From an optimization exercise on the open Yosys and OpenROAD flow, aimed at a short achievable clock period and few clock cycles; shortcuts taken in it are not production practice.
The RTL was checked by simulation tests, not by an equivalence proof against the original design.

==> flow/design.v <==
module core
(
    clock_in,
    mem_in,
    reset_in,
    led_out,
    mem_fetch,
    mem_we,
    mem_oe,
    mem_add,
    mem_out
);
    input clock_in;
    input [15:0]mem_in;
    input reset_in;
    output [7:0]led_out;
    output mem_fetch;
    output mem_we;
    output mem_oe;
    output [15:0]mem_add;
    output [15:0]mem_out;
    reg [7:0]led_out;
    reg mem_fetch;
    reg mem_we;
    reg mem_oe;
    reg [15:0]mem_add;
    reg [15:0]mem_out;
    reg [15:0]psr;
    reg [15:0]pc;
    reg [15:0]reg__value[7:0];
    reg [1:0]xstate;
    reg [15:0]inst;
    reg [7:0]led;
    reg [2:0]xsr2;
    reg [2:0]xsr1;
    reg [2:0]xdr;
    reg [7:0]trap;
    reg [15:0]op_res;
    reg [15:0]op_b;
    reg [15:0]op_a;
    reg [1:0]xstate_next;
    reg [15:0]pc_next;
    always @(  
        xstate or
        inst or
        pc or
        reg__value[0] or
        reg__value[1] or
        reg__value[2] or
        reg__value[3] or
        reg__value[4] or
        reg__value[5] or
        reg__value[6] or
        reg__value[7]         
 or
        psr or
        mem_in or
        led )
    begin: the_code__comb_code
    reg mem_oe__var;
    reg mem_we__var;
    reg [15:0]mem_add__var;
    reg [15:0]mem_out__var;
    reg mem_fetch__var;
    reg [2:0]xdr__var;
    reg [2:0]xsr1__var;
    reg [2:0]xsr2__var;
    reg [15:0]op_a__var;
    reg [15:0]op_b__var;
    reg [15:0]op_res__var;
    reg [7:0]trap__var;
    reg [1:0]xstate_next__var;
        pc_next = 16'h0;
        mem_oe__var = 1'h0;
        mem_we__var = 1'h0;
        mem_add__var = 16'h0;
        mem_out__var = 16'h0;
        mem_fetch__var = 1'h0;
        xdr__var = 3'h0;
        xsr1__var = 3'h0;
        xsr2__var = 3'h0;
        op_a__var = 16'h0;
        op_b__var = 16'h0;
        op_res__var = 16'h0;
        trap__var = 8'h0;
        led_out = led;
        case (xstate)
        2'h0:  
            begin
            xstate_next__var = 2'h1;
            end
        2'h1:  
            begin
            xstate_next__var = 2'h2;
            mem_oe__var = 1'h1;
            mem_fetch__var = 1'h1;
            mem_add__var = pc;
            end
        2'h2:  
            begin
            xstate_next__var = 2'h1;
            case (inst[15:12])
            4'h1:  
                begin
                if ((inst[5]==1'h0))
                begin
                    xdr__var = inst[11:9];
                    xsr1__var = inst[8:6];
                    xsr2__var = inst[2:0];
                    op_a__var = reg__value[xsr1__var];
                    op_b__var = reg__value[xsr2__var];
                end  
                else
                begin
                    xdr__var = inst[11:9];
                    xsr1__var = inst[8:6];
                    op_a__var = reg__value[xsr1__var];
                    if ((inst[4]==1'h0))
                    begin
                        op_b__var = {11'h0,inst[4:0]};
                    end  
                    else
                    begin
                        op_b__var = {11'h7ff,inst[4:0]};
                    end  
                end  
                op_res__var = (op_a__var+op_b__var);
                end
            4'h5:  
                begin
                if ((inst[5]==1'h0))
                begin
                    xdr__var = inst[11:9];
                    xsr1__var = inst[8:6];
                    xsr2__var = inst[2:0];
                    op_a__var = reg__value[xsr1__var];
                    op_b__var = reg__value[xsr2__var];
                end  
                else
                begin
                    xdr__var = inst[11:9];
                    xsr1__var = inst[8:6];
                    op_a__var = reg__value[xsr1__var];
                    if ((inst[4]==1'h0))
                    begin
                        op_b__var = {11'h0,inst[4:0]};
                    end  
                    else
                    begin
                        op_b__var = {11'h7ff,inst[4:0]};
                    end  
                end  
                op_res__var = (op_a__var & op_b__var);
                end
            4'h0:  
                begin
                if (((inst[11:9] & psr[2:0])!=3'h0))
                begin
                    op_a__var = pc;
                    if ((inst[8]==1'h0))
                    begin
                        op_b__var = {7'h0,inst[8:0]};
                    end  
                    else
                    begin
                        op_b__var = {7'h7f,inst[8:0]};
                    end  
                    op_res__var = (op_a__var+op_b__var);
                end  
                end
            4'hc:  
                begin
                xsr1__var = inst[8:6];
                end
            4'h4:  
                begin
                if ((inst[11]==1'h1))
                begin
                    op_a__var = pc;
                    if ((inst[10]==1'h0))
                    begin
                        op_b__var = {5'h0,inst[10:0]};
                    end  
                    else
                    begin
                        op_b__var = {5'h1f,inst[10:0]};
                    end  
                    op_res__var = (op_a__var+op_b__var);
                end  
                else
                begin
                    xsr1__var = inst[8:6];
                end  
                end
            4'h2:  
                begin
                xdr__var = inst[11:9];
                op_a__var = pc;
                if ((inst[8]==1'h0))
                begin
                    op_b__var = {7'h0,inst[8:0]};
                end  
                else
                begin
                    op_b__var = {7'h7f,inst[8:0]};
                end  
                mem_add__var = (op_a__var+op_b__var);
                mem_oe__var = 1'h1;
                op_res__var = mem_in;
                end
            4'h6:  
                begin
                xdr__var = inst[11:9];
                xsr1__var = inst[8:6];
                op_a__var = reg__value[xsr1__var];
                if ((inst[5]==1'h0))
                begin
                    op_b__var = {10'h0,inst[5:0]};
                end  
                else
                begin
                    op_b__var = {10'h3ff,inst[5:0]};
                end  
                mem_add__var = (op_a__var+op_b__var);
                mem_oe__var = 1'h1;
                op_res__var = mem_in;
                end
            4'he:  
                begin
                xdr__var = inst[11:9];
                op_a__var = pc;
                if ((inst[8]==1'h0))
                begin
                    op_b__var = {7'h0,inst[8:0]};
                end  
                else
                begin
                    op_b__var = {7'h7f,inst[8:0]};
                end  
                op_res__var = (op_a__var+op_b__var);
                end
            4'h9:  
                begin
                xdr__var = inst[11:9];
                xsr1__var = inst[8:6];
                op_a__var = reg__value[xsr1__var];
                op_res__var = ~op_a__var;
                end
            4'h3:  
                begin
                xdr__var = inst[11:9];
                op_a__var = pc;
                if ((inst[8]==1'h0))
                begin
                    op_b__var = {7'h0,inst[8:0]};
                end  
                else
                begin
                    op_b__var = {7'h7f,inst[8:0]};
                end  
                mem_add__var = (op_a__var+op_b__var);
                mem_we__var = 1'h1;
                mem_out__var = reg__value[xdr__var];
                end
            4'h7:  
                begin
                xdr__var = inst[11:9];
                xsr1__var = inst[8:6];
                op_a__var = reg__value[xsr1__var];
                if ((inst[5]==1'h0))
                begin
                    op_b__var = {10'h0,inst[5:0]};
                end  
                else
                begin
                    op_b__var = {10'h3ff,inst[5:0]};
                end  
                mem_add__var = (op_a__var+op_b__var);
                mem_we__var = 1'h1;
                mem_out__var = reg__value[xdr__var];
                end
            4'hf:  
                begin
                trap__var = inst[7:0];
                if ((trap__var==8'h25))
                begin
                    xstate_next__var = 2'h3;
                end  
                end
            default:  
                begin
                xstate_next__var = 2'h3;
                end
            endcase
            end
        default:  
            begin
            xstate_next__var = 2'h3;
            mem_add__var = 16'hffff;
            end
        endcase
        mem_oe = mem_oe__var;
        mem_we = mem_we__var;
        mem_add = mem_add__var;
        mem_out = mem_out__var;
        mem_fetch = mem_fetch__var;
        xdr = xdr__var;
        xsr1 = xsr1__var;
        xsr2 = xsr2__var;
        op_a = op_a__var;
        op_b = op_b__var;
        op_res = op_res__var;
        trap = trap__var;
        xstate_next = xstate_next__var;
    end  
    always @( posedge clock_in or posedge reset_in)
    begin : the_code__posedge_clock_in_active_high_reset_in__code
        if (reset_in==1'b1)
        begin
            pc <= 16'h3000;
            reg__value[0] <= 16'h0;
            reg__value[1] <= 16'h0;
            reg__value[2] <= 16'h0;
            reg__value[3] <= 16'h0;
            reg__value[4] <= 16'h0;
            reg__value[5] <= 16'h0;
            reg__value[6] <= 16'h0;
            reg__value[7] <= 16'h0;
            inst <= 16'hffff;
            psr <= 16'h0;
            led <= 8'h0;
            xstate <= 2'h0;
        end
        else
        begin
            case (xstate)
            2'h0:  
                begin
                pc <= 16'h3000;
                reg__value[0] <= 16'h0;
                reg__value[1] <= 16'h1;
                reg__value[2] <= 16'h2;
                reg__value[3] <= 16'h3;
                reg__value[4] <= 16'h0;
                reg__value[5] <= 16'h0;
                reg__value[6] <= 16'h0;
                reg__value[7] <= 16'h0;
                end
            2'h1:  
                begin
                pc <= (pc+16'h1);
                inst <= mem_in;
                end
            2'h2:  
                begin
                inst <= inst;
                case (inst[15:12])
                4'h1:  
                    begin
                    if ((op_res[15]==1'h0))
                    begin
                        if ((op_res==16'h0))
                        begin
                            psr[2:0] <= 3'h2;
                        end  
                        else
                        begin
                            psr[2:0] <= 3'h1;
                        end  
                    end  
                    else
                    begin
                        psr[2:0] <= 3'h4;
                    end  
                    reg__value[xdr] <= op_res[15:0];
                    end
                4'h5:  
                    begin
                    if ((op_res[15]==1'h0))
                    begin
                        if ((op_res==16'h0))
                        begin
                            psr[2:0] <= 3'h2;
                        end  
                        else
                        begin
                            psr[2:0] <= 3'h1;
                        end  
                    end  
                    else
                    begin
                        psr[2:0] <= 3'h4;
                    end  
                    reg__value[xdr] <= op_res[15:0];
                    end
                4'h0:  
                    begin
                    if (((inst[11:9] & psr[2:0])!=3'h0))
                    begin
                        pc <= op_res;
                    end  
                    end
                4'hc:  
                    begin
                    pc <= reg__value[xsr1];
                    end
                4'h4:  
                    begin
                    reg__value[7] <= pc;
                    if ((inst[11]==1'h1))
                    begin
                        pc <= op_res;
                    end  
                    else
                    begin
                        pc <= reg__value[xsr1];
                    end  
                    end
                4'h2:  
                    begin
                    if ((op_res[15]==1'h0))
                    begin
                        if ((op_res==16'h0))
                        begin
                            psr[2:0] <= 3'h2;
                        end  
                        else
                        begin
                            psr[2:0] <= 3'h1;
                        end  
                    end  
                    else
                    begin
                        psr[2:0] <= 3'h4;
                    end  
                    reg__value[xdr] <= op_res;
                    end
                4'h6:  
                    begin
                    if ((op_res[15]==1'h0))
                    begin
                        if ((op_res==16'h0))
                        begin
                            psr[2:0] <= 3'h2;
                        end  
                        else
                        begin
                            psr[2:0] <= 3'h1;
                        end  
                    end  
                    else
                    begin
                        psr[2:0] <= 3'h4;
                    end  
                    reg__value[xdr] <= op_res;
                    end
                4'he:  
                    begin
                    if ((op_res[15]==1'h0))
                    begin
                        if ((op_res==16'h0))
                        begin
                            psr[2:0] <= 3'h2;
                        end  
                        else
                        begin
                            psr[2:0] <= 3'h1;
                        end  
                    end  
                    else
                    begin
                        psr[2:0] <= 3'h4;
                    end  
                    reg__value[xdr] <= op_res;
                    end
                4'h9:  
                    begin
                    if ((op_res[15]==1'h0))
                    begin
                        if ((op_res==16'h0))
                        begin
                            psr[2:0] <= 3'h2;
                        end  
                        else
                        begin
                            psr[2:0] <= 3'h1;
                        end  
                    end  
                    else
                    begin
                        psr[2:0] <= 3'h4;
                    end  
                    reg__value[xdr] <= op_res[15:0];
                    end
                4'h3:  
                    begin
                    end
                4'h7:  
                    begin
                    end
                4'hf:  
                    begin
                    if ((trap==8'h30))
                    begin
                        led <= (led+8'h1);
                    end  
                    end
                default:  
                    begin
                    end
                endcase
                end
            default:  
                begin
                inst <= inst;
                pc <= 16'hffff;
                end
            endcase
            xstate <= xstate_next;
        end  
    end  
endmodule  
==> flow/run.sh <==
#!/bin/bash
# synth_recipe.tcl (not shown) runs the flow's synth.tcl, then flattens the netlist and writes it again
# the make line also repeats each setting of config.mk as NAME=value (left out here)
make -C /OpenROAD-flow-scripts/flow DESIGN_CONFIG=/design/flow/config.mk WORK_HOME=/design/flow/orfs CLKGATE_MAP_FILE= SYNTH_SCRIPT=/design/flow/synth_recipe.tcl finish
==> flow/config.mk <==
export PLATFORM = sky130hd
export DESIGN_NAME = core
export DESIGN_NICKNAME = core
export VERILOG_FILES = /design/flow/design.v
export SDC_FILE = /design/flow/constraint.sdc
export NUM_CORES = 4
export LEC_CHECK = 0
export CAP_MARGIN = 20
export CORE_MARGIN = 2
export CORE_UTILIZATION = 40
export SLEW_MARGIN = 20
==> flow/constraint.sdc <==
create_clock -name core_clock -period 8.0 [get_ports {clock_in}]
set_input_delay 1.6000 -clock core_clock [delete_from_list [all_inputs] [get_ports {clock_in}]]
set_output_delay 1.6000 -clock core_clock [all_outputs]
set_load 0.01 [all_outputs]
==> results.txt <==
==> final timing paths <==
kind / depth (start not counted) / slack, ps / end
setup / recovery: 16 / 550 / mem_add[15]
hold / removal: 1 / 470 / led[7]
setup reg to reg: 17 / 1400 / psr[0]
hold reg to reg: 1 / 470 / led[7]
max in group asynchronous: 3 / 5270 / reg__value[4][11]
min in group asynchronous: 2 / 1530 / reg__value[1][4]
==> cell families after synthesis <==
| family | count (synthesis) | share of synthesized area, % |
|---|---|---|
| AND/OR/NAND/NOR | 499 | 15.83 |
| adder cells (fa/ha/maj) | 62 | 5.305 |
| multiplexers | 190 | 14.51 |
| XOR/XNOR | 44 | 2.561 |
| flip-flops | 173 | 28.92 |
| buffers and inverters | 174 | 4.423 |
| AO/OA/AOI/OAI | 644 | 28.45 |
==> worst max-delay path, stage by stage (launching register included) <==
cell and delay, ps:
dfstp_2 1060, nor2b_1 280, nand3_1 140, o211a_1 180, nor2_1 390, ha_1 330
a21o_1 180, a21o_1 200, a2111oi_0 680, o31ai_1 230, nor4_1 300, nor4b_1 110
o21a_1 210, o21ai_0 220, a21oi_1 90, o21ai_0 180, clkdlybuf4s50_1 570
==> cells in the final DEF, fill, tap and decap left out, types with 10 or more instances in the layout <==
cell,count
a211oi_1,28
a21o_1,23
a21oi_1,158
a221oi_1,67
a22o_1,24
a22oi_1,17
a31oi_1,40
a32oi_1,17
and3_1,24
buf_4,53
clkbuf_16,17
clkdlybuf4s50_1,60
dfrtp_1,155
dfstp_2,18
ha_1,58
inv_1,45
mux2_2,115
mux2i_1,64
mux4_2,11
nand2_1,120
nand2b_1,24
nand3_1,50
nor2_1,149
nor2b_1,15
nor3_1,46
o21ai_0,130
o22ai_1,23
o31ai_1,20
or3_1,10
xnor2_1,22
xor2_1,22
==> flip-flops by register name (all words and copies together) (netlist names) <==
signal and cells:
reg__value 128, inst 16, pc 16, led 8
psr 3, xstate 2
==> metal layers <==
metal	wire, µm	vias up
li1	-	6849
met1	29640	7843
met5	13	-
met3	6770	153
met4	2839	2
met2	30390	941
==> per-stage QoR <==
step / instances / hold WS (ps) / utilization [%] / setup WS [ps]
after floorplan: 1786 / 448.7 / - / 1741
after global placement: 2285 / 459.7 / 43.64 / 1125
after detailed placement: 2286 / 464.4 / 43.69 / 1113
after CTS: 2318 / 473.8 / 45.41 / 586.4
after global routing: 2318 / 507.7 / 45.44 / 264.8
final: 2318 / 474.7 / 45.44 / 553.3
==> cell type report <==
cell class | instances | area (µm²)
fill | 3649 | 20400
multi-input combinational | 1439 | 10160
clock buffer | 21 | 460.4
sequential | 173 | 4352
tap | 511 | 639.4
clock inverter | 11 | 180.2
timing repair buffer | 114 | 1013
inverter | 49 | 188.9
==> metrics.csv <==
metric,value,unit
skew,14.99,ps
worst_slew_pin_slew,1161,ps
gr-usage-met2,54.86,%
hp-start,led[7],
antenna_left,0,
min_path_type,flop to flop,
path_clk_slew,70,ps
grt_busiest_layer,met2,
area_growth,12.94,%
placed_cell_area,16340,µm²
yosysTopAreaCell,dfrtp_1,
htreeDepth,4,
cts_root_buffer,clkbuf_16,
period_minus_slack,7447,ps
drive_gt1_share,14.83,%
drt-wirelength-per-cell,30.05,µm
dominantRegCellSynth,dfrtp_1,
grt_pass1_vias,14880,
hold_violations,0,
synth_fp_nets,1866,
synthTopCellsByArea,"dfrtp_1 26%, mux2_2 8.6%, a21oi_1 5.3%, ha_1 4.9%, o21ai_0 4.3%",
synthTopCellsByCount,"159 x a21oi_1, 155 x dfrtp_1, 150 x nor2_1",
cts_buffers,17,
syn_area,15050,µm²
final_nets,1874,
tns,0,ps
gp_congestion,1.037,
overflow,0,
r2r-start,inst[0],
start_kind,flop,
worstSetupEndpointType,primary output,
status,"complete, no violations",
post_cts_buffers,0,
antenna_cells,0,
drt_wl_total,69650,µm
dieArea,39190,µm²
cts_tree,built,
avgSynthCellArea,8.426,µm²
report.final.setup_viol,0,
vias,15790,
synth_top_cell_area_share,25.78,%
drt-pass1-iter-count,6,
drc,0,
gr-usage-met3,7.443,%
slew_headroom,21.51,%
rows,71,
async_flop_share,100.0,%
ys_types,81,
grt_first_pass_wirelength,101700,µm
final_area,17000,µm²
clkLatencyLatePin,480,ps
slew_violations,0,
drt_iter0_markers,2056,
drv_cap,0,
track_usage,35.81,%
finalCritPeriodShare,93.08,%
crit_path_max_fanout,34,
ioPinCount,61,
die_width,198.0,µm
grt_max_degree,62,
synth_cells,1786,
cts-resized-gates,0,
vias_per_cell,6.811,
crit_type,flop to primary output,
ys_warn_count,2,
dieHeight,198.0,µm
met1_usage,48.90,%
coreArea,37400,µm²
seq_area_frac_synth,28.92,%
startpoint,inst[6],
cts.sinks,173,
synth-edff-count,0,
initial_core_util,40.24,%
cp_data_required_time,6400,ps
portBuffers,60,
yosysMostFrequentCell,a21oi_1,
ys_seq_elements,173,
antenna_found_initial,1,
crit_arrival,5850,ps
max_freq,134.3,MHz
dpl.hpwl,50580,µm
hold_buffers,0,
cts_buffer_depth,2,
rsz0062_at_grt,no,
Testbench counts, summed over its fixed seeds: cycles 204,012.

[port drivers added, routing unchanged]
The results above use ideal ports. As a check the final layout listed here was re-extracted and re-timed, cells and wires unchanged. Step 1, drivers: a clkbuf_16 drives clock_in and a buf_2 each remaining input, both assumed. Step 2 also shifts input and output timing later by t, the mid clock arrival at the registers, as if the neighbouring blocks saw the same clock. Three values: ideal, step 1, step 2; two values: the first two.
t (ns): 0.530
setup WS [ns]: 0.553 / 0.501 / 1.030
clock arrival spread, ns: 0.015 / 0.015
After both steps this run still meets setup and hold. The setup slack of this run moves by -0.052 ns with the drivers and by +0.477 ns with both steps.
